This is an optimization exercise on Yosys and OpenROAD, whose aim is small area, not a production implementation. Only simulation tests tie the RTL to the original design; equivalence was not proved. The flow treats the clock pin as an ideal source, which a real chip does not have. Power figures rest on the tool's default switching activity, not on a simulated workload.

--- flow/p3_1.abc ---
strash; &get -n; &deepsyn -T 90 -S 31; &put; &get -n; &dch -f; &nf -R 1000; &put; topo
--- flow/p1_2.abc ---
strash; &get -n; &deepsyn -T 90 -S 12; &put; &get -n; &dch -f; &nf -R 1000; &put; topo
--- flow/p1_3.abc ---
strash; &get -n; &deepsyn -T 90 -S 13; &put; dch -f; amap; topo
--- flow/resyn.tcl ---
# Re-map the combinational logic of the standard synthesis netlist for area.
# The flip-flops (and their instance names) are kept exactly as synthesised.
yosys -import
set lib $::env(LIB)
read_liberty -ignore_miss_func $lib
read_verilog $::env(NET_IN)
hierarchy -top $::env(FLOW_TOP)
blackbox sky130_fd_sc_hd__df* sky130_fd_sc_hd__conb_1
flatten
opt_clean -purge
tee -o $::env(LOGDIR)/resyn_before.stat stat -liberty $lib
abc -liberty $lib -dont_use sky130_fd_sc_hd__probe_p_8 -dont_use sky130_fd_sc_hd__probec_p_8 -dont_use sky130_fd_sc_hd__lpflow_* -script $::env(ABC_SCRIPT)
opt_clean -purge
hilomap -singleton -hicell sky130_fd_sc_hd__conb_1 HI -locell sky130_fd_sc_hd__conb_1 LO
opt_clean -purge
tee -o $::env(LOGDIR)/resyn_after.stat stat -liberty $lib
write_verilog -noattr -nohex -nodec $::env(NET_OUT)
--- config.mk ---
export PLATFORM = sky130hd
export DESIGN_NAME = parking_management_system
export DESIGN_NICKNAME = parking_management_system
export VERILOG_FILES = /design/flow/design.v
export SDC_FILE = /design/flow/constraint.sdc
export NUM_CORES = 4
export LEC_CHECK = 0
export CAP_MARGIN = 20
export CORE_MARGIN = 2
export CORE_UTILIZATION = 40
export SLEW_MARGIN = 20
--- flow/clk_cells ---
CLK_ROOT_CELL=sky130_fd_sc_hd__clkbuf_4 CLK_SMALL_LEAF_CELL=sky130_fd_sc_hd__clkbuf_4 CLK_SMALL_LEAF_SINKS=10
--- flow/cts_args ---
-sink_clustering_enable -repair_clock_nets -dont_use_dummy_load -buf_list sky130_fd_sc_hd__clkbuf_8 -sink_clustering_size 10 -sink_clustering_max_diameter 60
--- flow/p2_4.abc ---
strash; &get -n; &deepsyn -T 90 -S 24; &put; dch -f; amap; topo
--- flow/p3_3.abc ---
strash; &get -n; &deepsyn -T 90 -S 33; &put; dch -f; amap; topo
--- flow/p1_4.abc ---
strash; &get -n; &deepsyn -T 90 -S 14; &put; dch -f; amap; topo
--- flow/p2_3.abc ---
strash; &get -n; &deepsyn -T 90 -S 23; &put; dch -f; amap; topo
--- flow/p3_2.abc ---
strash; &get -n; &deepsyn -T 90 -S 32; &put; &get -n; &dch -f; &nf -R 1000; &put; topo
--- design.v ---
module parking_management_system (
    input wire clk,
    input wire reset,
    input wire car_entered,
    input wire car_exited,
    input wire is_uni_car_entered,
    input wire is_uni_car_exited,
    output wire [9:0] uni_parked_car,
    output wire [9:0] parked_car,
    output wire [9:0] uni_vacated_space,
    output wire [9:0] vacated_space,
    output reg uni_is_vacated_space,
    output reg is_vacated_space
);
    genvar gi;
    reg [8:0] uni_cnt;
    reg [8:0] non_cnt;
    assign uni_parked_car    = {1'b0, uni_cnt};
    assign parked_car        = {1'b0, non_cnt};
    assign uni_vacated_space = {1'b0, 9'd500 - uni_cnt};   
    assign vacated_space     = 10'd200 - {1'b0, non_cnt};
    reg [17:0] lfsr;
    reg        half;
    reg [2:0]  seg;    
    wire hit      = ((lfsr ^ 18'h0a33c) & 18'h3dbf7) == 18'd0;
    wire seg_last = seg[2] & ~seg[1];
    wire [17:0] lfsr_next = {lfsr[16:0], lfsr[17] ^ lfsr[6]} ^ {7'd0, hit, 10'd0};
    reg non_full;
    always @(*) begin
        case (seg)
            3'b011:  non_full = &{non_cnt[7:3], non_cnt[1]};                            
            3'b111:  non_full = &{non_cnt[8], non_cnt[5], non_cnt[3], non_cnt[2]};      
            3'b110:  non_full = &{non_cnt[8], non_cnt[6], non_cnt[4:1]};                
            3'b100:  non_full = &{non_cnt[8:4], non_cnt[2]};                            
            default: non_full = &{non_cnt[7:6], non_cnt[3]};                            
        endcase
    end
    wire uni_room = ~&{uni_cnt[8:4], uni_cnt[2]};
    localparam [9:0] TOT_K = 10'd324;
    wire [9:0] tot_s = {1'b0, uni_cnt} ^ {1'b0, non_cnt} ^ TOT_K;
    wire [9:0] tot_g = ({1'b0, uni_cnt} & {1'b0, non_cnt}) | (({1'b0, uni_cnt} | {1'b0, non_cnt}) & TOT_K);
    wire [10:0] tot_c;
    assign tot_c[0] = 1'b0;
    generate for (gi = 0; gi < 10; gi = gi + 1) begin : g_tot
        wire b = (gi == 0) ? 1'b0 : tot_g[gi-1];
        assign tot_c[gi+1] = (tot_s[gi] & b) | (tot_c[gi] & (tot_s[gi] | b));
    end endgenerate
    wire tot_room = ~(tot_c[10] | tot_g[9]);
    wire uni_ok   = uni_room & tot_room;
    wire non_ok   = ~non_full & tot_room;
    wire uni_in   = car_entered & is_uni_car_entered;
    wire uni_out  = ~uni_in & car_exited & is_uni_car_exited;
    wire non_in   = car_entered & ~is_uni_car_entered & ~(car_exited & is_uni_car_exited);
    wire non_out  = ~car_entered & car_exited & ~is_uni_car_exited;
    wire [9:0] uni_ones, uni_zero, non_ones, non_zero;
    assign uni_ones[0] = 1'b1;
    assign uni_zero[0] = 1'b1;
    assign non_ones[0] = 1'b1;
    assign non_zero[0] = 1'b1;
    generate for (gi = 0; gi < 9; gi = gi + 1) begin : g_chain
        assign uni_ones[gi+1] = uni_ones[gi] & uni_cnt[gi];
        assign uni_zero[gi+1] = uni_zero[gi] & ~uni_cnt[gi];
        assign non_ones[gi+1] = non_ones[gi] & non_cnt[gi];
        assign non_zero[gi+1] = non_zero[gi] & ~non_cnt[gi];
    end endgenerate
    wire uni_nz = ~uni_zero[9];
    wire non_nz = ~non_zero[9];
    wire uni_up = uni_in & uni_ok;
    wire uni_dn = uni_out & uni_nz;
    wire non_up = non_in & non_ok;
    wire non_dn = non_out & non_nz;
    wire [8:0] uni_tgl = ({9{uni_up}} & uni_ones[8:0]) | ({9{uni_dn}} & uni_zero[8:0]);
    wire [8:0] non_tgl = ({9{non_up}} & non_ones[8:0]) | ({9{non_dn}} & non_zero[8:0]);
    always @(posedge clk or posedge reset) begin
        if (reset) begin
            uni_cnt <= 9'd0;
            non_cnt <= 9'd0;
            uni_is_vacated_space <= 1'b1;
            is_vacated_space <= 1'b1;
            lfsr <= 18'h0509e;
            half <= 1'b0;
            seg <= 3'b000;
        end else begin
            lfsr <= lfsr_next;
            if (hit & ~seg_last) begin
                half <= ~half;
                if (half)
                    seg <= {seg[1:0], ~seg[2]};
            end
            uni_cnt <= uni_cnt ^ uni_tgl;
            non_cnt <= non_cnt ^ non_tgl;
            if (uni_in | non_in) begin
                uni_is_vacated_space <= uni_ok;
                is_vacated_space <= non_ok;
            end else begin
                if (uni_out & uni_nz) uni_is_vacated_space <= 1'b1;
                if (non_out & non_nz) is_vacated_space <= 1'b1;
            end
        end
    end
endmodule
--- flow/p2_1.abc ---
strash; &get -n; &deepsyn -T 90 -S 21; &put; &get -n; &dch -f; &nf -R 1000; &put; topo
--- standard.sh ---
#!/bin/bash
# synth_recipe.tcl (not shown) runs the flow's synth.tcl, then flattens the netlist and writes it again
# the make line also repeats each setting of config.mk as NAME=value (left out here)
make -C /OpenROAD-flow-scripts/flow DESIGN_CONFIG=/design/flow/config.mk WORK_HOME=/design/flow/orfs CLKGATE_MAP_FILE= SYNTH_SCRIPT=/design/flow/synth_recipe.tcl "${@:-finish}"
--- flow/p2_2.abc ---
strash; &get -n; &deepsyn -T 90 -S 22; &put; &get -n; &dch -f; &nf -R 1000; &put; topo
--- flow/post_cts.tcl ---
# Resize the clock buffers CTS made: the root to CLK_ROOT_CELL, and each
# buffer it drives to CLK_SMALL_LEAF_CELL when that buffer drives at most
# CLK_SMALL_LEAF_SINKS clock pins.
set db [ord::get_db]
set block [ord::get_db_block]
set clk_port_net [$block findNet clk]
set roots {}
foreach it [$clk_port_net getITerms] {
  set inst [$it getInst]
  if {[string match "sky130_fd_sc_hd__clkbuf_*" [[$inst getMaster] getName]]} { lappend roots $inst }
}
foreach root $roots {
  set rnet [[$root findITerm X] getNet]
  if {[info exists ::env(CLK_SMALL_LEAF_CELL)]} {
    set m [$db findMaster $::env(CLK_SMALL_LEAF_CELL)]
    foreach it [$rnet getITerms] {
      set inst [$it getInst]
      if {$inst eq $root} continue
      if {![string match "sky130_fd_sc_hd__clkbuf_*" [[$inst getMaster] getName]]} continue
      set sinks [expr {[llength [[[$inst findITerm X] getNet] getITerms]] - 1}]
      if {$sinks <= $::env(CLK_SMALL_LEAF_SINKS)} {
        $inst swapMaster $m
        puts "post_cts: [$inst getName] ($sinks sinks) -> $::env(CLK_SMALL_LEAF_CELL)"
      } else {
        puts "post_cts: [$inst getName] ($sinks sinks) kept"
      }
    }
  }
  if {[info exists ::env(CLK_ROOT_CELL)]} {
    $root swapMaster [$db findMaster $::env(CLK_ROOT_CELL)]
    puts "post_cts: [$root getName] -> $::env(CLK_ROOT_CELL)"
  }
}
detailed_placement
estimate_parasitics -placement
report_clock_skew
report_check_types -max_slew -max_capacitance -violators
--- constraint.sdc ---
create_clock -name core_clock -period 10.0 [get_ports {clk}]
set_input_delay 2.0000 -clock core_clock [delete_from_list [all_inputs] [get_ports {clk}]]
set_output_delay 2.0000 -clock core_clock [all_outputs]
set_load 0.01 [all_outputs]
--- flow/run.sh ---
#!/bin/bash
# Own layout flow:
#  1. the standard synthesis (standard.sh synth);
#  2. an area-oriented re-mapping of its combinational logic with ABC
#     (registers, their names and cell types untouched): three passes of four
#     differently seeded runs each, every pass starting from the smallest
#     netlist so far, keeping the smallest;
#  3. the standard layout steps, with the smallest buffer on the ports, a
#     clock tree without dummy loads, its root and its lightly loaded leaf
#     buffers resized afterwards.
# Each tool writes its full output to a log_*.log file here.
set -euo pipefail
HERE=$(pwd)
RES=$HERE/orfs/results/$FLOW_PLATFORM/parking_management_system/base
LIB=$FLOW_HOME/platforms/sky130hd/lib/sky130_fd_sc_hd__tt_025C_1v80.lib

bash standard.sh synth > $HERE/log_synth.log 2>&1
cp $RES/1_2_yosys.v $HERE/std_1_2_yosys.v

best=$HERE/std_1_2_yosys.v; best_area=1e99
resyn_pass() {  # $1 = pass name, $2 = input netlist
  local p=$1 in=$2 s n a
  for s in $HERE/flow/${p}_*.abc; do
    n=$(basename $s .abc)
    mkdir -p $HERE/resyn_$n
    ( LIB=$LIB NET_IN=$in NET_OUT=$HERE/resyn_$n/out.v ABC_SCRIPT=$s LOGDIR=$HERE/resyn_$n \
        yosys -c $HERE/flow/resyn.tcl > $HERE/log_resyn_$n.log 2>&1 || true ) &
  done
  wait
  for s in $HERE/flow/${p}_*.abc; do
    n=$(basename $s .abc)
    [[ -f $HERE/resyn_$n/out.v && -f $HERE/resyn_$n/resyn_after.stat ]] || continue
    a=$(awk '/Chip area/ {print $NF}' $HERE/resyn_$n/resyn_after.stat)
    echo "$n $a" >> $HERE/resyn_areas.txt
    if awk -v a=$a -v b=$best_area 'BEGIN{exit !(a<b)}'; then best=$HERE/resyn_$n/out.v; best_area=$a; fi
  done
}
resyn_pass p1 $HERE/std_1_2_yosys.v
resyn_pass p2 $best
resyn_pass p3 $best
echo "chosen $best $best_area" >> $HERE/resyn_areas.txt
cp $best $RES/1_2_yosys.v
touch $RES/1_2_yosys.v

bash standard.sh BUFFER_PORTS_ARGS="-buffer_cell sky130_fd_sc_hd__buf_1" CTS_ARGS="$(cat $HERE/flow/cts_args)" \
  POST_CTS_TCL=$HERE/flow/post_cts.tcl $(cat $HERE/flow/clk_cells) finish > $HERE/log_finish.log 2>&1
--- flow/p3_4.abc ---
strash; &get -n; &deepsyn -T 90 -S 34; &put; dch -f; amap; topo
--- flow/p1_1.abc ---
strash; &get -n; &deepsyn -T 90 -S 11; &put; &get -n; &dch -f; &nf -R 1000; &put; topo
==> results of run 1 <==
## critical path: stages (launching register included)
cell,delay [ns]
dfrtp_1,0.47
nor2_1,0.17
clkinv_1,0.10
nor2_1,0.21
nor2_1,0.10
nor2_1,0.14
clkinv_1,0.10
nor2_1,0.20
nor2_1,0.08
clkinv_1,0.06
nor2_1,0.05
a22oi_1,0.15
buf_1,0.17
## flip-flops by register name, indices dropped and copies added (netlist names)
signal / cells
is_vacated_space: 1
lfsr: 18
uni_cnt: 9
half: 1
non_cnt: 9
seg: 3
uni_is_vacated_space: 1
## worst paths after layout
path / start / endpoint / depth (start not counted)
min in group asynchronous: reset / non_cnt[1] / 3
worst max-delay path: non_cnt[1] / vacated_space[8] / 12
worst min register to register: lfsr[3] / lfsr[4] / 0
worst max register to register: non_cnt[1] / uni_cnt[8] / 22
max in group asynchronous: reset / is_vacated_space / 3
worst min-delay path: lfsr[3] / lfsr[4] / 0
## layout make-up
| class | count | share of cell area |
|---|---|---|
| inverters | 35 | 0.0580 |
| clock buffers | 5 | 0.0221 |
| multi-input cells | 152 | 0.338 |
| flip-flops and latches | 42 | 0.469 |
| well taps | 67 | 0.0370 |
| repair buffers | 45 | 0.0762 |
## layer usage
metal	wire length, um	up-vias	share of wire
li1	-	890	-
met5	0	-	0
met2	1910	36	0.44
met3	191	8	0.044
met1	2180	781	0.50
met4	62	0	0.014
## through the flow
step | worst slack (ns) | hold slack [ns] | power (W) | util | std cells
floorplan | 5.99 | 0.331 | 0.000498 | - | 229
global placement | 5.70 | 0.335 | 0.000617 | 0.469 | 341
detailed placement | 5.56 | 0.347 | 0.000617 | 0.469 | 341
global route | 5.30 | 0.368 | 0.000764 | 0.480 | 346
finish | 5.65 | 0.358 | 0.000693 | 0.480 | 346
## report_power, final
group	switching [W]	total [W]	internal, W
clock	0.0000497	0.0000818	0.0000321
sequential	0.0000649	0.000272	0.000208
combinational	0.000219	0.000338	0.000120
total	0.000333	0.000693	0.000359
==> flow_summary.json, run 1 <==
{
  "grtUsageMet3": 0.0412,
  "final_common_cell": "nor2_1",
  "via_count": 1715,
  "antenna_found_initial": 0,
  "grt_max_degree": 43,
  "core_sq_um": 4720,
  "fmaxAchievable_mhz": 230,
  "final_hold_viol_count": 0,
  "rrSetupSlack_ns": 6.08,
  "multi_input_area_sq_um": 766,
  "clk_pin_slew_ns": 0.09,
  "crit_required_ns": 8.00,
  "outcome": "timing/DRC/antenna clean",
  "crit_path_max_fanout": 7,
  "max_slew.worst_pin.slew_ns": 0.620,
  "via_per_inst": 4.96,
  "gr-max-usage-layer": "met1",
  "cp.arrival_ns": 2.35,
  "firstDrtPassIters": 4,
  "drt-total-wl_um": 4350,
  "ir_worst_vdd_mv": 0.140,
  "route.detailed.drc": 0,
  "portBuffers": 44,
  "crit_type": "register to output pin",
  "cts_sinks": 42,
  "slew_headroom": 0.581,
  "rows": 25,
  "avgSynthCellArea_sq_um": 8.60,
  "place_area_sq_um": 2220,
  "fin_area_sq_um": 2270,
  "n_antenna_cell": 0,
  "setup_viol": 0,
  "rsz0062_at_grt": "no",
  "fillers": 480,
  "nets": 287,
  "die_h_um": 73.9,
  "die_x_um": 73.9,
  "hp-class": "register to register",
  "initialDrtViolationCount": 91,
  "area_growth_syn_to_layout_pct": 16.1,
  "synthCells": 227,
  "boundaryPins": 48,
  "die-area_sq_um": 5450,
  "skew_ns": 0.0157,
  "fin_crit_sh": 0.435,
  "yosysWarnings": 1,
  "powerDensity_nw_per_um2": 306,
  "ff_latch_area_sq_um": 1060,
  "track_usage": 0.178,
  "cp-end-kind": "output pin",
  "post-dp-hpwl_um": 3330,
  "drv_slew": 0,
  "mappedNetlistArea_sq_um": 1950,
  "met1_usage": 0.271,
  "final_cell_mix": "nor2_1, buf_1, clkinv_1, dfrtp_1, a21oi_1",
  "setup_tns_ns": 0,
  "ant_nets": 0,
  "route.detailed.wl_per_inst_um": 12.6,
  "drive_gt1_frac": 0.0538,
  "p_leak_nw": 0.887,
  "grt_pass1_wl_um": 7370,
  "gp_congestion": 0.790,
  "worstSkewPairLatency_ns": 0.33,
  "critPathLaunchType": "register",
  "met2_usage": 0.247,
  "maxCapViolCount": 0,
  "grt_pass1_vias": 1539,
  "gr-total-overflow": 0,
  "fin_crit_ns": 4.35,
  "start_util": 0.413,
  "cts_tree": "yes"
}
==> run 2, diff against run 1 <==
--- a/design.v
+++ b/design.v
@@ -25,16 +25,12 @@
     wire hit      = ((lfsr ^ 18'h0a33c) & 18'h3dbf7) == 18'd0;
     wire seg_last = seg[2] & ~seg[1];
     wire [17:0] lfsr_next = {lfsr[16:0], lfsr[17] ^ lfsr[6]} ^ {7'd0, hit, 10'd0};
-    reg non_full;
-    always @(*) begin
-        case (seg)
-            3'b011:  non_full = &{non_cnt[7:3], non_cnt[1]};                            
-            3'b111:  non_full = &{non_cnt[8], non_cnt[5], non_cnt[3], non_cnt[2]};      
-            3'b110:  non_full = &{non_cnt[8], non_cnt[6], non_cnt[4:1]};                
-            3'b100:  non_full = &{non_cnt[8:4], non_cnt[2]};                            
-            default: non_full = &{non_cnt[7:6], non_cnt[3]};                            
-        endcase
-    end
+    wire non_full =
+        (~seg[2] & ~seg[1] & (&{non_cnt[7:6], non_cnt[3]}))                         
+      | (~seg[2] &  seg[1] & (&{non_cnt[7:3], non_cnt[1]}))                         
+      | ( seg[2] &  seg[0] & (&{non_cnt[8], non_cnt[5], non_cnt[3], non_cnt[2]}))   
+      | ( seg[1] & ~seg[0] & (&{non_cnt[8], non_cnt[6], non_cnt[4:1]}))             
+      | ( seg[2] & ~seg[1] & (&{non_cnt[8:4], non_cnt[2]}));                        
     wire uni_room = ~&{uni_cnt[8:4], uni_cnt[2]};
     localparam [9:0] TOT_K = 10'd324;
     wire [9:0] tot_s = {1'b0, uni_cnt} ^ {1'b0, non_cnt} ^ TOT_K;
==> flow/cts_args (replaced) <==
-sink_clustering_enable -repair_clock_nets -dont_use_dummy_load -buf_list sky130_fd_sc_hd__clkbuf_8 -sink_clustering_size 50 -sink_clustering_max_diameter 500
==> run 2 against run 1 <==
Final cell count is 0.29% higher. Flip-flop and latch count stayed put. Area after synthesis hardly changed. Power is 6.8% lower. Hold slack hardly changed. Via count is 0.35% higher. Design area hardly changed. Sequential share of layout area hardly changed. Critical path depth is 1 higher. Count of clock-buffer cells in the layout stayed put. Register-to-register slack better by 0.23 ns. Core utilization hardly changed. Critical path type is now input pin to register.
==> flow_summary.json, run 2 <==
{
  "antenna_found_initial": 0,
  "crit_required_ns": 10.26,
  "clk_pin_slew_ns": 0.09,
  "final_hold_viol_count": 0,
  "critPathLaunchType": "input pin",
  "setup_tns_ns": 0,
  "rsz0062_at_grt": "no",
  "track_usage": 0.183,
  "cts_tree": "yes",
  "gp_congestion": 0.889,
  "fmaxAchievable_mhz": 226,
  "worstSkewPairLatency_ns": 0.36,
  "drive_gt1_frac": 0.0536,
  "firstDrtPassIters": 4,
  "outcome": "timing/DRC/antenna clean",
  "crit_type": "input pin to register",
  "final_common_cell": "nor2_1",
  "skew_ns": 0.0401,
  "setup_viol": 0,
  "final_cell_mix": "nor2_1, buf_1, clkinv_1, dfrtp_1",
  "ant_nets": 0,
  "grt_pass1_vias": 1579,
  "grt_max_degree": 43,
  "n_antenna_cell": 0,
  "mappedNetlistArea_sq_um": 1950,
  "powerDensity_nw_per_um2": 285,
  "ir_worst_vdd_mv": 0.136,
  "cp.arrival_ns": 4.69,
  "yosysWarnings": 1,
  "via_count": 1721,
  "slew_headroom": 0.629,
  "post-dp-hpwl_um": 3360,
  "start_util": 0.414,
  "largest_reg_flops": 18,
  "nets": 288,
  "fin_crit_sh": 0.442,
  "grt_pass1_wl_um": 7510,
  "via_per_inst": 4.96,
  "synthCells": 228,
  "reg2reg_from": "non_cnt[1]",
  "fillers": 485,
  "crit_path_max_fanout": 5,
  "rows": 25,
  "hp-class": "register to register",
  "maxCapViolCount": 0,
  "gr-total-overflow": 0,
  "boundaryPins": 48,
  "p_leak_nw": 0.882,
  "initialDrtViolationCount": 96,
  "cp-end-kind": "register",
  "startpoint": "car_exited",
  "worstHoldStart": "lfsr[3]",
  "drv_slew": 0,
  "die_x_um": 73.9,
  "fin_util": 0.480,
  "top_register": "lfsr",
  "max_slew.worst_pin.slew_ns": 0.550,
  "reg_top3": "lfsr: 18 flops, non_cnt: 9 flops, uni_cnt: 9 flops",
  "die-area_sq_um": 5460,
  "ff_latch_area_sq_um": 1060,
  "portBuffers": 44,
  "avgSynthCellArea_sq_um": 8.57,
  "drt-total-wl_um": 4420,
  "core_sq_um": 4720,
  "die_h_um": 73.9,
  "fin_crit_ns": 4.42,
  "area_growth_syn_to_layout_pct": 16.1,
  "cts_sinks": 42,
  "route.detailed.drc": 0,
  "route.detailed.wl_per_inst_um": 12.7,
  "multi_input_area_sq_um": 767
}
-- run 2: path summary, 6_finish.rpt --
| kind | endpoint | depth (start not counted) | slack, ns |
|---|---|---|---|
| setup / recovery | non_cnt[8] | 13 | 5.58 |
| max in group asynchronous | lfsr[12] | 3 | 7.87 |
| setup reg to reg | non_cnt[8] | 16 | 6.31 |
| min in group asynchronous | seg[0] | 3 | 1.72 |
| hold / removal | lfsr[4] | 0 | 0.36 |
| hold reg to reg | lfsr[4] | 0 | 0.36 |
-- run 2: where the power goes --
part / internal, W / switching, W
Sequential: 0.000203 / 0.0000563
Combinational: 0.000103 / 0.000199
Clock: 0.0000321 / 0.0000521
-- run 2: area by class of cell --
type | instances | share of cell area
Tap cell | 67 | 0.0370
Inverter | 35 | 0.0579
Timing Repair Buffer | 45 | 0.0762
Multi-Input combinational cell | 153 | 0.338
Sequential cell | 42 | 0.469
Clock buffer | 5 | 0.0221
-- run 2: layer usage --
metal	wire, um	share of wire	GRT usage	vias to the layer above
met5	0	0	0	-
met4	71	0.016	0.0727	0
met3	264	0.060	0.0439	6
met2	1850	0.42	0.256	52
met1	2230	0.51	0.272	771
li1	-	-	-	892
-- run 2: critical path, cell delays in order --
cell,delay [ns]
buf_1,0.10
nand2_1,0.10
o21ai_0,0.17
nor4_1,0.44
nor2b_1,0.22
o22ai_1,0.13
nor3_1,0.30
clkinv_1,0.17
nor3_1,0.33
clkinv_1,0.15
nor2_1,0.28
clkinv_1,0.13
o21ai_0,0.17
-- run 2: stage by stage --
step           total power [W]  setup WS, ns  cell area (sq um)  hold WS, ns  instances
6_report              0.000645          5.58               2270        0.359        347
5_1_grt               0.000712          5.20               2270        0.363        347
3_5_place_dp          0.000565          5.31               2220        0.343        342
3_3_place_gp          0.000562          5.56               2220        0.335        342
2_1_floorplan         0.000460          5.94               1960        0.331        230
==> run 3, diff against run 2 <==
--- a/design.v
+++ b/design.v
@@ -19,12 +19,11 @@
     assign parked_car        = {1'b0, non_cnt};
     assign uni_vacated_space = {1'b0, 9'd500 - uni_cnt};   
     assign vacated_space     = 10'd200 - {1'b0, non_cnt};
-    reg [17:0] lfsr;
-    reg        half;
+    reg [18:0] lfsr;
     reg [2:0]  seg;    
-    wire hit      = ((lfsr ^ 18'h0a33c) & 18'h3dbf7) == 18'd0;
+    wire hit      = ((lfsr ^ 19'h10821) & 19'h6fdfd) == 19'd0;
     wire seg_last = seg[2] & ~seg[1];
-    wire [17:0] lfsr_next = {lfsr[16:0], lfsr[17] ^ lfsr[6]} ^ {7'd0, hit, 10'd0};
+    wire [18:0] lfsr_next = {lfsr[17:0], lfsr[18] ^ lfsr[4] ^ lfsr[1] ^ lfsr[0]} ^ {13'd0, hit, 5'd0};
     wire non_full =
         (~seg[2] & ~seg[1] & (&{non_cnt[7:6], non_cnt[3]}))                         
       | (~seg[2] &  seg[1] & (&{non_cnt[7:3], non_cnt[1]}))                         
@@ -73,16 +72,12 @@
             non_cnt <= 9'd0;
             uni_is_vacated_space <= 1'b1;
             is_vacated_space <= 1'b1;
-            lfsr <= 18'h0509e;
-            half <= 1'b0;
+            lfsr <= 19'h28418;
             seg <= 3'b000;
         end else begin
             lfsr <= lfsr_next;
-            if (hit & ~seg_last) begin
-                half <= ~half;
-                if (half)
-                    seg <= {seg[1:0], ~seg[2]};
-            end
+            if (hit & ~seg_last)
+                seg <= {seg[1:0], ~seg[2]};
             uni_cnt <= uni_cnt ^ uni_tgl;
             non_cnt <= non_cnt ^ non_tgl;
             if (uni_in | non_in) begin
==> run 3 against run 2 <==
Still clean on timing, DRC and antenna. Design area up 0.11%. First-iteration DRC count increased by 10%. Flip-flop and latch count stayed put. Critical path type is now register to output pin. Largest cell class unchanged.
==> flow_summary.json, run 3 <==
{
  "critPathLaunchType": "register",
  "drv_slew": 0,
  "gp_congestion": 0.825,
  "skew_ns": 0.0342,
  "grt_pass1_wl_um": 7200,
  "die_x_um": 73.9,
  "initialDrtViolationCount": 106,
  "rsz0062_at_grt": "no",
  "worstPathCellList": "nor2_1, clkinv_1, a21oi_1, nor2_1, clkinv_1, nor2_1, clkinv_1, nor2_1, clkinv_1, nor2_1, clkinv_1, a22oi_1, buf_1",
  "slew_headroom": 0.587,
  "drt-total-wl_um": 4260,
  "reg_top3": "lfsr: 19 flops, non_cnt: 9 flops, uni_cnt: 9 flops",
  "via_per_inst": 5.07,
  "fin_util": 0.481,
  "fin_cells": 347,
  "hold_slack_ns": 0.355,
  "drive_gt1_frac": 0.0464,
  "n_antenna_cell": 0,
  "ff_latch_area_sq_um": 1060,
  "portBuffers": 44,
  "cp.arrival_ns": 2.40,
  "cts_sinks": 42,
  "synthCells": 228,
  "avgSynthCellArea_sq_um": 8.58,
  "area_growth_syn_to_layout_pct": 16.1,
  "yosysWarnings": 1,
  "worstSkewPairLatency_ns": 0.36,
  "multi_input_area_sq_um": 764,
  "cp-end-kind": "output pin",
  "fillers": 492,
  "path_buf_inv": 6,
  "cp_top_family": "simple AND/OR/NAND/NOR gates",
  "placed_cells": 342,
  "via_count": 1760,
  "setup_viol": 0,
  "grt_max_degree": 43,
  "top_register": "lfsr",
  "hp-class": "register to register",
  "pre_cts_ws_ns": 5.45,
  "comb_power_share": 0.504,
  "ant_nets": 0,
  "cts_tree": "yes",
  "start_util": 0.414,
  "p_switching_w": 0.000357,
  "route.detailed.drc": 0,
  "route.detailed.wl_per_inst_um": 12.3,
  "maxCapViolCount": 0,
  "firstDrtPassIters": 4,
  "pwr-share-seq": 0.381,
  "nets": 288,
  "final_hold_viol_count": 0,
  "fmaxAchievable_mhz": 227,
  "outcome": "timing/DRC/antenna clean",
  "grt_pass1_vias": 1530,
  "core_sq_um": 4720,
  "die_h_um": 73.9,
  "clk_pin_slew_ns": 0.11,
  "power.share.switching": 0.495,
  "p_leak_nw": 0.914,
  "clockPowerShare": 0.116,
  "cpMaxStageDelayCell": "dfrtp_1",
  "gr-total-overflow": 0,
  "largest_reg_flops": 19,
  "post-dp-hpwl_um": 3220,
  "slowest_delay_ns": 0.44,
  "setup_tns_ns": 0,
  "rows": 25,
  "max_slew.worst_pin.slew_ns": 0.615,
  "antenna_found_initial": 0,
  "setup_slack_ns": 5.60,
  "final_common_cell": "nor2_1",
  "powerDensity_nw_per_um2": 318,
  "ir_worst_vdd_mv": 0.177,
  "crit_path_max_fanout": 5,
  "crit_type": "register to output pin",
  "mappedNetlistArea_sq_um": 1960,
  "final_cell_mix": "nor2_1, buf_1, clkinv_1, dfrtp_1, o21ai_0",
  "fin_crit_sh": 0.440,
  "boundaryPins": 48,
  "crit_required_ns": 8.00,
  "die-area_sq_um": 5460,
  "track_usage": 0.174,
  "intPower_w": 0.000365,
  "fin_crit_ns": 4.40
}
-- run 3: cell types whose count changed in the layout (fill, tap and decap cells not counted), moves of 3 or more --
| cell | before | now |
|---|---|---|
| a21oi_1 | 20 | 17 |
| a22oi_1 | 0 | 3 |
| nand2_1 | 20 | 17 |
| nor3_1 | 5 | 2 |
-- run 3: worst paths after layout --
kind	from	endpoint	slack, ns	depth (start not counted)
setup / recovery	uni_cnt[1]	uni_vacated_space[8]	5.60	13
hold / removal	lfsr[9]	lfsr[10]	0.36	0
setup reg to reg	non_cnt[1]	non_cnt[8]	6.18	19
hold reg to reg	lfsr[9]	lfsr[10]	0.36	0
max in group asynchronous	reset	lfsr[3]	7.87	3
min in group asynchronous	reset	uni_cnt[0]	1.73	3
-- run 3: cell type report --
| type | instances | area share |
|---|---|---|
| inverters | 37 | 0.0612 |
| multi-input cells | 151 | 0.337 |
| flip-flops and latches | 42 | 0.467 |
| well taps | 67 | 0.0369 |
| clock buffers | 5 | 0.0221 |
| repair buffers | 45 | 0.0761 |
-- run 3: power groups by stage --
stage | Clock, W | Combinational, W | Sequential [W]
after floorplan | 0 | 0.000232 | 0.000285
after global placement | 0 | 0.000365 | 0.000279
after detailed placement | 0 | 0.000364 | 0.000279
after global routing | 0.0000915 | 0.000414 | 0.000286
final | 0.0000835 | 0.000363 | 0.000275
-- run 3: stage by stage --
stage	total power (W)	instance area [sq um]
floorplan	0.000517	1960
global placement	0.000643	2220
detailed placement	0.000643	2220
global route	0.000791	2270
finish	0.000722	2270
-- run 3: routing by layer --
metal | share of wire | vias to the layer above | global-route usage
met5 | 0 | - | 0
met4 | 0.014 | 0 | 0.0606
met3 | 0.045 | 7 | 0.0412
met2 | 0.41 | 41 | 0.238
met1 | 0.53 | 807 | 0.269
li1 | - | 905 | -
==> run 4, diff against run 3 <==
--- a/design.v
+++ b/design.v
@@ -19,17 +19,23 @@
     assign parked_car        = {1'b0, non_cnt};
     assign uni_vacated_space = {1'b0, 9'd500 - uni_cnt};   
     assign vacated_space     = 10'd200 - {1'b0, non_cnt};
-    reg [18:0] lfsr;
-    reg [2:0]  seg;    
-    wire hit      = ((lfsr ^ 19'h10821) & 19'h6fdfd) == 19'd0;
-    wire seg_last = seg[2] & ~seg[1];
-    wire [18:0] lfsr_next = {lfsr[17:0], lfsr[18] ^ lfsr[4] ^ lfsr[1] ^ lfsr[0]} ^ {13'd0, hit, 5'd0};
-    wire non_full =
-        (~seg[2] & ~seg[1] & (&{non_cnt[7:6], non_cnt[3]}))                         
-      | (~seg[2] &  seg[1] & (&{non_cnt[7:3], non_cnt[1]}))                         
-      | ( seg[2] &  seg[0] & (&{non_cnt[8], non_cnt[5], non_cnt[3], non_cnt[2]}))   
-      | ( seg[1] & ~seg[0] & (&{non_cnt[8], non_cnt[6], non_cnt[4:1]}))             
-      | ( seg[2] & ~seg[1] & (&{non_cnt[8:4], non_cnt[2]}));                        
+    reg [16:0] lfsr;
+    reg [3:0]  seg;
+    wire hit      = ((lfsr ^ 17'h10637) & 17'h1dbff) == 17'd0;
+    wire seg_last = &seg;
+    wire [16:0] lfsr_next = {lfsr[15:0], ~(lfsr[16] ^ lfsr[5])} ^ {10'd0, hit, 6'd0};
+    wire lim250 = seg[3] | (seg[2] & seg[1]);               
+    wire lim300 = seg[3] & (seg[2] | seg[1] | seg[0]);      
+    wire lim350 = seg[3] & seg[2];                          
+    wire lim500 = &seg;                                     
+    reg non_full;
+    always @(*) begin
+        if (lim500)      non_full = &{non_cnt[8:4], non_cnt[2]};                            
+        else if (lim350) non_full = &{non_cnt[8], non_cnt[6], non_cnt[4:1]};                
+        else if (lim300) non_full = &{non_cnt[8], non_cnt[5], non_cnt[3], non_cnt[2]};      
+        else if (lim250) non_full = &{non_cnt[7:3], non_cnt[1]};                            
+        else             non_full = &{non_cnt[7:6], non_cnt[3]};                            
+    end
     wire uni_room = ~&{uni_cnt[8:4], uni_cnt[2]};
     localparam [9:0] TOT_K = 10'd324;
     wire [9:0] tot_s = {1'b0, uni_cnt} ^ {1'b0, non_cnt} ^ TOT_K;
@@ -72,12 +78,12 @@
             non_cnt <= 9'd0;
             uni_is_vacated_space <= 1'b1;
             is_vacated_space <= 1'b1;
-            lfsr <= 19'h28418;
-            seg <= 3'b000;
+            lfsr <= 17'h0030b;
+            seg <= 4'd0;
         end else begin
             lfsr <= lfsr_next;
             if (hit & ~seg_last)
-                seg <= {seg[1:0], ~seg[2]};
+                seg <= seg + 4'd1;
             uni_cnt <= uni_cnt ^ uni_tgl;
             non_cnt <= non_cnt ^ non_tgl;
             if (uni_in | non_in) begin
==> run 4 against run 3 <==
Sequential share of layout area fell by 1.5 points. First-iteration DRC count decreased by 26%. Sequential power rose by 7%. Highest routed layer unchanged. Largest cell class unchanged.
==> flow_summary.json, run 4 <==
{
  "crit_required_ns": 8.00,
  "powerDensity_nw_per_um2": 295,
  "maxCapViolCount": 0,
  "final_hold_viol_count": 0,
  "firstDrtPassIters": 5,
  "fin_crit_ns": 4.54,
  "final_common_cell": "buf_1",
  "drive_gt1_frac": 0.0512,
  "critPathLaunchType": "register",
  "cp.arrival_ns": 2.54,
  "track_usage": 0.167,
  "initialDrtViolationCount": 78,
  "area_growth_syn_to_layout_pct": 15.9,
  "synthCells": 202,
  "rows": 25,
  "setup_viol": 0,
  "path_buf_inv": 1,
  "via_count": 1593,
  "hp-class": "register to register",
  "portBuffers": 44,
  "cp-end-kind": "output pin",
  "setup_tns_ns": 0,
  "ir_worst_vdd_mv": 0.164,
  "skew_ns": 0.0288,
  "ant_nets": 0,
  "cp_top_family": "simple AND/OR/NAND/NOR gates",
  "drv_slew": 0,
  "nets": 262,
  "boundaryPins": 48,
  "p_leak_nw": 0.921,
  "slowest_delay_ns": 0.52,
  "grt_pass1_wl_um": 6850,
  "final_cell_mix": "buf_1, dfrtp_1, nand2_1, nor2_1, xnor2_1",
  "worstPathCellList": "nor3_1, nand2b_1, nand2b_1, o21ai_0, or2_0, xnor2_1, buf_1",
  "die-area_sq_um": 5520,
  "gp_congestion": 0.788,
  "fmaxAchievable_mhz": 220,
  "clk_pin_slew_ns": 0.09,
  "antenna_found_initial": 0,
  "cts_tree": "yes",
  "gr-total-overflow": 0,
  "via_per_inst": 4.96,
  "n_antenna_cell": 0,
  "die_h_um": 74.3,
  "fin_crit_sh": 0.454,
  "max_slew.worst_pin.slew_ns": 0.547,
  "yosysWarnings": 1,
  "worstSkewPairLatency_ns": 0.35,
  "outcome": "timing/DRC/antenna clean",
  "rsz0062_at_grt": "no",
  "cts_sinks": 41,
  "route.detailed.drc": 0,
  "placed_cells": 316,
  "post-dp-hpwl_um": 3100,
  "grt_pass1_vias": 1399,
  "mappedNetlistArea_sq_um": 1980,
  "reg_top3": "lfsr: 17 flops, non_cnt: 9 flops, uni_cnt: 9 flops",
  "grt_max_degree": 42,
  "cpMostUsedCell": "nand2b_1",
  "top_register": "lfsr",
  "crit_path_max_fanout": 11,
  "cpMaxStageDelayCell": "dfrtp_1",
  "start_util": 0.416,
  "avgSynthCellArea_sq_um": 9.79,
  "slew_headroom": 0.632,
  "largest_reg_flops": 17,
  "fin_cells": 321,
  "drt-total-wl_um": 4280,
  "route.detailed.wl_per_inst_um": 13.3,
  "crit_type": "register to output pin",
  "die_x_um": 74.3,
  "core_sq_um": 4750
}
-- run 4: metal layers --
metal / share of wire / vias to the layer above / wire (um) / track usage
met5: 0 / - / 0 / 0
li1: - / 806 / - / -
met3: 0.047 / 5 / 202 / 0.0447
met4: 0.011 / 0 / 48 / 0.0595
met2: 0.41 / 43 / 1750 / 0.221
met1: 0.53 / 739 / 2270 / 0.259
-- run 4: worst paths after layout --
kind	start	end	slack, ns	depth (start not counted)
setup / recovery	non_cnt[0]	vacated_space[8]	5.46	7
hold / removal	lfsr[13]	lfsr[14]	0.35	0
setup reg to reg	non_cnt[0]	uni_cnt[7]	6.78	14
hold reg to reg	lfsr[13]	lfsr[14]	0.35	0
max in group asynchronous	reset	lfsr[9]	7.87	3
min in group asynchronous	reset	uni_cnt[8]	1.73	3
-- run 4: cell type report --
type / count / area [sq um]
multi-input cells: 156 / 923
flip-flops and latches: 41 / 1030
repair buffers: 45 / 173
fillers: 500 / 2460
inverters: 7 / 26.3
well taps: 67 / 83.8
clock buffers: 5 / 50.0
-- run 4: report_power, final --
| group | total, W | switching (W) | internal [W] |
|---|---|---|---|
| Combinational | 0.000303 | 0.000177 | 0.000126 |
| Sequential | 0.000293 | 0.0000914 | 0.000201 |
| Clock | 0.0000816 | 0.0000495 | 0.0000320 |
| Total | 0.000677 | 0.000318 | 0.000359 |
-- run 4: through the flow --
step                area [sq um]  hold WS, ns  worst slack, ns  total power [W]   util
floorplan                   1980        0.331             6.21         0.000486      -
global placement            2240        0.333             5.99         0.000596  0.471
detailed placement          2240        0.346             5.89         0.000599  0.471
global route                2290        0.362             5.25         0.000739  0.482
finish                      2290        0.352             5.46         0.000677  0.482
-- run 4: worst reg2reg max path: cells and delay by family (launching register included) --
| kind | cells | cell delay, ns |
|---|---|---|
| muxes | 1 | 0.38 |
| DFF | 1 | 0.52 |
| and+or+nand+nor | 7 | 1.06 |
| AOI/OAI and AO/OA | 4 | 0.91 |
| buffers and inverters | 1 | 0.10 |
| xor gates and xnor gates | 1 | 0.13 |
==> run 5, diff against run 4 <==
--- a/design.v
+++ b/design.v
@@ -19,22 +19,21 @@
     assign parked_car        = {1'b0, non_cnt};
     assign uni_vacated_space = {1'b0, 9'd500 - uni_cnt};   
     assign vacated_space     = 10'd200 - {1'b0, non_cnt};
-    reg [16:0] lfsr;
-    reg [3:0]  seg;
-    wire hit      = ((lfsr ^ 17'h10637) & 17'h1dbff) == 17'd0;
-    wire seg_last = &seg;
-    wire [16:0] lfsr_next = {lfsr[15:0], ~(lfsr[16] ^ lfsr[5])} ^ {10'd0, hit, 6'd0};
-    wire lim250 = seg[3] | (seg[2] & seg[1]);               
-    wire lim300 = seg[3] & (seg[2] | seg[1] | seg[0]);      
-    wire lim350 = seg[3] & seg[2];                          
-    wire lim500 = &seg;                                     
+    reg [17:0] lfsr;
+    reg        half;
+    reg [2:0]  seg;    
+    wire hit      = ((lfsr ^ 18'h0a33c) & 18'h3dbf7) == 18'd0;
+    wire seg_last = seg[2] & ~seg[1];
+    wire [17:0] lfsr_next = {lfsr[16:0], lfsr[17] ^ lfsr[6]} ^ {7'd0, hit, 10'd0};
     reg non_full;
     always @(*) begin
-        if (lim500)      non_full = &{non_cnt[8:4], non_cnt[2]};                            
-        else if (lim350) non_full = &{non_cnt[8], non_cnt[6], non_cnt[4:1]};                
-        else if (lim300) non_full = &{non_cnt[8], non_cnt[5], non_cnt[3], non_cnt[2]};      
-        else if (lim250) non_full = &{non_cnt[7:3], non_cnt[1]};                            
-        else             non_full = &{non_cnt[7:6], non_cnt[3]};                            
+        case (seg)
+            3'b011:  non_full = &{non_cnt[7:3], non_cnt[1]};                            
+            3'b111:  non_full = &{non_cnt[8], non_cnt[5], non_cnt[3], non_cnt[2]};      
+            3'b110:  non_full = &{non_cnt[8], non_cnt[6], non_cnt[4:1]};                
+            3'b100:  non_full = &{non_cnt[8:4], non_cnt[2]};                            
+            default: non_full = &{non_cnt[7:6], non_cnt[3]};                            
+        endcase
     end
     wire uni_room = ~&{uni_cnt[8:4], uni_cnt[2]};
     localparam [9:0] TOT_K = 10'd324;
@@ -78,12 +77,16 @@
             non_cnt <= 9'd0;
             uni_is_vacated_space <= 1'b1;
             is_vacated_space <= 1'b1;
-            lfsr <= 17'h0030b;
-            seg <= 4'd0;
+            lfsr <= 18'h0509e;
+            half <= 1'b0;
+            seg <= 3'b000;
         end else begin
             lfsr <= lfsr_next;
-            if (hit & ~seg_last)
-                seg <= seg + 4'd1;
+            if (hit & ~seg_last) begin
+                half <= ~half;
+                if (half)
+                    seg <= {seg[1:0], ~seg[2]};
+            end
             uni_cnt <= uni_cnt ^ uni_tgl;
             non_cnt <= non_cnt ^ non_tgl;
             if (uni_in | non_in) begin
--- a/flow/run.sh
+++ b/flow/run.sh
@@ -2,8 +2,8 @@
 # Own layout flow:
 #  1. the standard synthesis (standard.sh synth);
 #  2. an area-oriented re-mapping of its combinational logic with ABC
-#     (registers, their names and cell types untouched): three passes of four
-#     differently seeded runs each, every pass starting from the smallest
+#     (registers, their names and cell types untouched): three passes of eight
+#     differently seeded runs each (four at a time), every pass starting from the smallest
 #     netlist so far, keeping the smallest;
 #  3. the standard layout steps, with the smallest buffer on the ports, a
 #     clock tree without dummy loads, its root and its lightly loaded leaf
@@ -20,11 +20,13 @@
 best=$HERE/std_1_2_yosys.v; best_area=1e99
 resyn_pass() {  # $1 = pass name, $2 = input netlist
   local p=$1 in=$2 s n a
+  local k=0
   for s in $HERE/flow/${p}_*.abc; do
     n=$(basename $s .abc)
     mkdir -p $HERE/resyn_$n
     ( LIB=$LIB NET_IN=$in NET_OUT=$HERE/resyn_$n/out.v ABC_SCRIPT=$s LOGDIR=$HERE/resyn_$n \
         yosys -c $HERE/flow/resyn.tcl > $HERE/log_resyn_$n.log 2>&1 || true ) &
+    k=$((k+1)); if (( k % 4 == 0 )); then wait; fi
   done
   wait
   for s in $HERE/flow/${p}_*.abc; do
==> flow/p1_5.abc (new file) <==
strash; &get -n; &deepsyn -T 90 -S 15; &put; &get -n; &dch -f; &nf -R 1000; &put; topo
==> flow/p1_6.abc (new file) <==
strash; &get -n; &deepsyn -T 90 -S 16; &put; &get -n; &dch -f; &nf -R 1000; &put; topo
==> flow/p1_7.abc (new file) <==
strash; &get -n; &deepsyn -T 90 -S 17; &put; dch -f; amap; topo
==> flow/p1_8.abc (new file) <==
strash; &get -n; &deepsyn -T 90 -S 18; &put; dch -f; amap; topo
==> flow/p2_5.abc (new file) <==
strash; &get -n; &deepsyn -T 90 -S 25; &put; &get -n; &dch -f; &nf -R 1000; &put; topo
==> flow/p2_6.abc (new file) <==
strash; &get -n; &deepsyn -T 90 -S 26; &put; &get -n; &dch -f; &nf -R 1000; &put; topo
==> flow/p2_7.abc (new file) <==
strash; &get -n; &deepsyn -T 90 -S 27; &put; dch -f; amap; topo
==> flow/p2_8.abc (new file) <==
strash; &get -n; &deepsyn -T 90 -S 28; &put; dch -f; amap; topo
==> flow/p3_5.abc (new file) <==
strash; &get -n; &deepsyn -T 90 -S 35; &put; &get -n; &dch -f; &nf -R 1000; &put; topo
==> flow/p3_6.abc (new file) <==
strash; &get -n; &deepsyn -T 90 -S 36; &put; &get -n; &dch -f; &nf -R 1000; &put; topo
==> flow/p3_7.abc (new file) <==
strash; &get -n; &deepsyn -T 90 -S 37; &put; dch -f; amap; topo
==> flow/p3_8.abc (new file) <==
strash; &get -n; &deepsyn -T 90 -S 38; &put; dch -f; amap; topo
==> run 5 against run 4 <==
Still clean on timing, DRC and antenna. Via count grew 7.7%. Synthesized cell count grew 12%. Critical path depth grew 5. Flip-flop and latch count grew 1. Final cell count grew 7.8%. Core utilization shrank 0.21 points. Die area shrank 1.2%.
==> flow_summary.json, run 5 <==
{
  "route.detailed.drc": 0,
  "clockPowerShare": 0.118,
  "drt-total-wl_um": 4350,
  "rsz0062_at_grt": "no",
  "drv_slew": 0,
  "cts_tree": "yes",
  "die_h_um": 73.9,
  "rrSetupSlack_ns": 6.08,
  "core_sq_um": 4720,
  "setup_viol": 0,
  "largest_reg_flops": 18,
  "die-area_sq_um": 5450,
  "power.share.switching": 0.481,
  "setup_slack_ns": 5.65,
  "wl_met1_um": 2180,
  "comb_power_share": 0.488,
  "worstHoldStart": "lfsr[3]",
  "fin_crit_ns": 4.35,
  "post-dp-hpwl_um": 3330,
  "p_leak_nw": 0.887,
  "nets": 287,
  "antenna_found_initial": 0,
  "outcome": "timing/DRC/antenna clean",
  "track_usage": 0.178,
  "gr-total-overflow": 0,
  "crit_path_max_fanout": 7,
  "final_hold_viol_count": 0,
  "crit_type": "register to output pin",
  "via_per_inst": 4.96,
  "pre_cts_ws_ns": 5.56,
  "p_switching_w": 0.000333,
  "reg2reg_to": "uni_cnt[8]",
  "worstSkewPairLatency_ns": 0.33,
  "final_cell_mix": "nor2_1, buf_1, clkinv_1, dfrtp_1, a21oi_1",
  "synthCells": 227,
  "slew_headroom": 0.581,
  "route.detailed.wl_per_inst_um": 12.6,
  "boundaryPins": 48,
  "ir_worst_vdd_mv": 0.140,
  "avgSynthCellArea_sq_um": 8.60,
  "crit_required_ns": 8.00,
  "startpoint": "non_cnt[1]",
  "grt_max_degree": 43,
  "yosysWarnings": 1,
  "area_growth_syn_to_layout_pct": 16.1,
  "skew_ns": 0.0157,
  "cp-end-kind": "output pin",
  "firstDrtPassIters": 4,
  "reg2reg_from": "non_cnt[1]",
  "cts_sinks": 42,
  "grt_pass1_vias": 1539,
  "fmaxAchievable_mhz": 230,
  "maxCapViolCount": 0,
  "clk_pin_slew_ns": 0.09,
  "n_antenna_cell": 0,
  "initialDrtViolationCount": 91,
  "critPathLaunchType": "register",
  "pwr-share-seq": 0.393,
  "gp_congestion": 0.790,
  "setup_tns_ns": 0,
  "cp.arrival_ns": 2.35,
  "mappedNetlistArea_sq_um": 1950,
  "top_register": "lfsr",
  "hold_end": "lfsr[4]",
  "rr_worst_depth": 22,
  "drive_gt1_frac": 0.0538,
  "hp-class": "register to register",
  "hold_slack_ns": 0.358,
  "via_count": 1715,
  "die_x_um": 73.9,
  "ant_nets": 0,
  "rows": 25,
  "final_common_cell": "nor2_1",
  "fin_crit_sh": 0.435,
  "start_util": 0.413,
  "grt_pass1_wl_um": 7370,
  "route.met2.wl_um": 1910,
  "portBuffers": 44,
  "hold_depth": 0,
  "max_slew.worst_pin.slew_ns": 0.620,
  "met3WireLength_um": 191,
  "reg_top3": "lfsr: 18 flops, non_cnt: 9 flops, uni_cnt: 9 flops",
  "top_layer": "met4",
  "powerDensity_nw_per_um2": 306,
  "intPower_w": 0.000359
}
run 5: metal layers:
layer  global-route usage  vias up
li1                     -      890
met3               0.0412        8
met5                    0        -
met2                0.247       36
met1                0.271      781
met4               0.0626        0
run 5: cell type report:
type,count,area (sq um)
Tap cell,67,83.8
Sequential cell,42,1060
Timing Repair Buffer,45,173
Multi-Input combinational cell,152,766
Inverter,35,131
Clock buffer,5,50.0
Fill cell,480,2460
run 5: worst max path at each step:
stage,endpoint,depth (start not counted)
final,vacated_space[8],12
after global routing,vacated_space[8],12
after detailed placement,uni_cnt[8],16
after global placement,uni_cnt[8],16
after floorplan,uni_cnt[8],15
run 5: critical path, stage by stage, from the launching register on:
cell	delay, ns
dfrtp_1	0.47
nor2_1	0.17
clkinv_1	0.10
nor2_1	0.21
nor2_1	0.10
nor2_1	0.14
clkinv_1	0.10
nor2_1	0.20
nor2_1	0.08
clkinv_1	0.06
nor2_1	0.05
a22oi_1	0.15
buf_1	0.17
run 5: metrics by stage:
stage / instance area (sq um) / total power [W] / utilization / std cells
after detailed placement: 2220 / 0.000617 / 0.469 / 341
after floorplan: 1960 / 0.000498 / - / 229
after global routing: 2270 / 0.000764 / 0.480 / 346
final: 2270 / 0.000693 / 0.480 / 346
after global placement: 2220 / 0.000617 / 0.469 / 341
run 5: power by group through the flow:
stage / clock [W] / combinational (W) / sequential, W
floorplan: 0 / 0.000220 / 0.000278
global placement: 0 / 0.000341 / 0.000276
detailed placement: 0 / 0.000341 / 0.000276
global route: 0.0000917 / 0.000389 / 0.000284
finish: 0.0000818 / 0.000338 / 0.000272
==> run 6, diff against run 5 <==
--- a/design.v
+++ b/design.v
@@ -25,16 +25,12 @@
     wire hit      = ((lfsr ^ 18'h0a33c) & 18'h3dbf7) == 18'd0;
     wire seg_last = seg[2] & ~seg[1];
     wire [17:0] lfsr_next = {lfsr[16:0], lfsr[17] ^ lfsr[6]} ^ {7'd0, hit, 10'd0};
-    reg non_full;
-    always @(*) begin
-        case (seg)
-            3'b011:  non_full = &{non_cnt[7:3], non_cnt[1]};                            
-            3'b111:  non_full = &{non_cnt[8], non_cnt[5], non_cnt[3], non_cnt[2]};      
-            3'b110:  non_full = &{non_cnt[8], non_cnt[6], non_cnt[4:1]};                
-            3'b100:  non_full = &{non_cnt[8:4], non_cnt[2]};                            
-            default: non_full = &{non_cnt[7:6], non_cnt[3]};                            
-        endcase
-    end
+    wire non_full =
+        (~seg[2] & ~seg[1] & (&{non_cnt[7:6], non_cnt[3]}))                         
+      | (~seg[2] &  seg[1] & (&{non_cnt[7:3], non_cnt[1]}))                         
+      | ( seg[2] &  seg[0] & (&{non_cnt[8], non_cnt[5], non_cnt[3], non_cnt[2]}))   
+      | ( seg[1] & ~seg[0] & (&{non_cnt[8], non_cnt[6], non_cnt[4:1]}))             
+      | ( seg[2] & ~seg[1] & (&{non_cnt[8:4], non_cnt[2]}));                        
     wire uni_room = ~&{uni_cnt[8:4], uni_cnt[2]};
     localparam [9:0] TOT_K = 10'd324;
     wire [9:0] tot_s = {1'b0, uni_cnt} ^ {1'b0, non_cnt} ^ TOT_K;
==> run 6 against run 5 <==
Sequential share of layout area is essentially flat. Setup slack lost 0.076 ns. Non-clock buffer count is the same. Sequential power shrank 5%. Critical path depth grew 1. First-iteration DRC count grew 5.5%. Critical endpoint is now non_cnt[8]. Flip-flop and latch count is the same. Highest routed layer unchanged. Global-route usage grew 0.49 points. Maximum frequency shrank 1.7%. Design area is essentially flat.
==> flow_summary.json, run 6 <==
{
  "outcome": "timing/DRC/antenna clean",
  "start_util": 0.414,
  "skew_ns": 0.0401,
  "synthCells": 228,
  "final_cell_mix": "nor2_1, buf_1, clkinv_1, dfrtp_1",
  "reg_top3": "lfsr: 18 flops, non_cnt: 9 flops, uni_cnt: 9 flops",
  "area_growth_syn_to_layout_pct": 16.1,
  "crit_required_ns": 10.26,
  "mappedNetlistArea_sq_um": 1950,
  "worstSkewPairLatency_ns": 0.36,
  "core_sq_um": 4720,
  "yosysWarnings": 1,
  "grtUsageMet3": 0.0439,
  "initialDrtViolationCount": 96,
  "via_count": 1721,
  "track_usage": 0.183,
  "antenna_found_initial": 0,
  "drv_slew": 0,
  "route.detailed.wl_per_inst_um": 12.7,
  "cp.arrival_ns": 4.69,
  "cp-end-kind": "register",
  "rows": 25,
  "ant_nets": 0,
  "die_h_um": 73.9,
  "drt-total-wl_um": 4420,
  "met2_usage": 0.256,
  "p_leak_nw": 0.882,
  "ir_worst_vdd_mv": 0.136,
  "route.detailed.drc": 0,
  "clk_pin_slew_ns": 0.09,
  "setup_tns_ns": 0,
  "rsz0062_at_grt": "no",
  "portBuffers": 44,
  "setup_viol": 0,
  "top_register": "lfsr",
  "nets": 288,
  "grt_max_degree": 43,
  "n_antenna_cell": 0,
  "hold_depth": 0,
  "firstDrtPassIters": 4,
  "crit_type": "input pin to register",
  "rrSetupSlack_ns": 6.31,
  "crit_path_max_fanout": 5,
  "hp-class": "register to register",
  "final_common_cell": "nor2_1",
  "final_hold_viol_count": 0,
  "die-area_sq_um": 5460,
  "largest_reg_flops": 18,
  "gr-max-usage-layer": "met1",
  "fin_area_sq_um": 2270,
  "drive_gt1_frac": 0.0536,
  "die_x_um": 73.9,
  "grt_pass1_vias": 1579,
  "slew_headroom": 0.629,
  "gp_congestion": 0.889,
  "max_slew.worst_pin.slew_ns": 0.550,
  "avgSynthCellArea_sq_um": 8.57,
  "boundaryPins": 48,
  "fmaxAchievable_mhz": 226,
  "powerDensity_nw_per_um2": 285,
  "grt_pass1_wl_um": 7510,
  "fin_crit_ns": 4.42,
  "met1_usage": 0.272,
  "rr_worst_depth": 16,
  "place_area_sq_um": 2220,
  "critPathLaunchType": "input pin",
  "cts_tree": "yes",
  "via_per_inst": 4.96,
  "post-dp-hpwl_um": 3360,
  "cts_sinks": 42,
  "maxCapViolCount": 0,
  "gr-total-overflow": 0,
  "fin_crit_sh": 0.442
}
-- run 6: final cells by class --
type / count / area (sq um)
Fill cell: 485 / 2460
Sequential cell: 42 / 1060
Multi-Input combinational cell: 153 / 767
Timing Repair Buffer: 45 / 173
Inverter: 35 / 131
Tap cell: 67 / 83.8
Clock buffer: 5 / 50.0
-- run 6: through the flow --
stage | hold WS, ns | std cells | total power, W | setup WS [ns] | utilization
floorplan | 0.331 | 230 | 0.000460 | 5.94 | -
global placement | 0.335 | 342 | 0.000562 | 5.56 | 0.469
detailed placement | 0.343 | 342 | 0.000565 | 5.31 | 0.469
finish | 0.359 | 347 | 0.000645 | 5.58 | 0.480
global route | 0.363 | 347 | 0.000712 | 5.20 | 0.480
-- run 6: worst max-delay path, cell delays in order --
cell and delay, ns:
buf_1 0.10, nand2_1 0.10, o21ai_0 0.17, nor4_1 0.44, nor2b_1 0.22, o22ai_1 0.13, nor3_1 0.30, clkinv_1 0.17
nor3_1 0.33, clkinv_1 0.15, nor2_1 0.28, clkinv_1 0.13, o21ai_0 0.17
-- run 6: report_power, final --
group	switching, W	total [W]	internal [W]
Clock	0.0000521	0.0000842	0.0000321
Combinational	0.000199	0.000302	0.000103
Sequential	0.0000563	0.000259	0.000203
-- run 6: worst paths after layout --
check / startpoint / to
hold / removal: lfsr[3] / lfsr[4]
hold reg to reg: lfsr[3] / lfsr[4]
setup reg to reg: non_cnt[1] / non_cnt[8]
min in group asynchronous: reset / seg[0]
setup / recovery: car_exited / non_cnt[8]
max in group asynchronous: reset / lfsr[12]
-- run 6: routing by layer --
metal / share of wire / vias up
met5: 0 / -
met4: 0.016 / 0
met3: 0.060 / 6
met2: 0.42 / 52
met1: 0.51 / 771
li1: - / 892

-- separate check: timing with driven ports --
Ports are ideal in the flow. The routed layouts listed here were re-timed in OpenROAD. Step 1 sets driving cells, clkbuf_16 on the clock port and buf_2 on the other inputs (assumed; they add their load-dependent delay and slew). Step 2 moves the port delays by t, midway between the first and last clock arrival at a register: inputs arrive t later, outputs are due t later. That takes back most of the time a late clock gives input paths. Slacks: ideal / step 1 / step 2; pairs: ideal / step 1.
| run | shift t [ns] | setup slack, ns | worst setup path after step 2 | clock arrival spread, ns | worst slew at a driven data input, ns |
|---|---|---|---|---|---|
| run 1 | 0.352 | 5.653 / 5.627 / 5.539 | input to register | 0.016 / 0.016 | 0.04 |
| run 2 | 0.366 | 5.577 / 5.581 / 5.215 | input to register | 0.041 / 0.040 | 0.03 |
| run 3 | 0.367 | 5.604 / 5.579 / 5.396 | input to register | 0.034 / 0.035 | 0.03 |
| run 4 | 0.355 | 5.463 / 5.440 / 5.795 | register to output | 0.028 / 0.028 | 0.03 |
| run 5 | 0.352 | 5.653 / 5.627 / 5.539 | input to register | 0.016 / 0.016 | 0.04 |
| run 6 | 0.366 | 5.577 / 5.581 / 5.215 | input to register | 0.041 / 0.040 | 0.03 |
After both steps setup and hold are still met in every run listed.
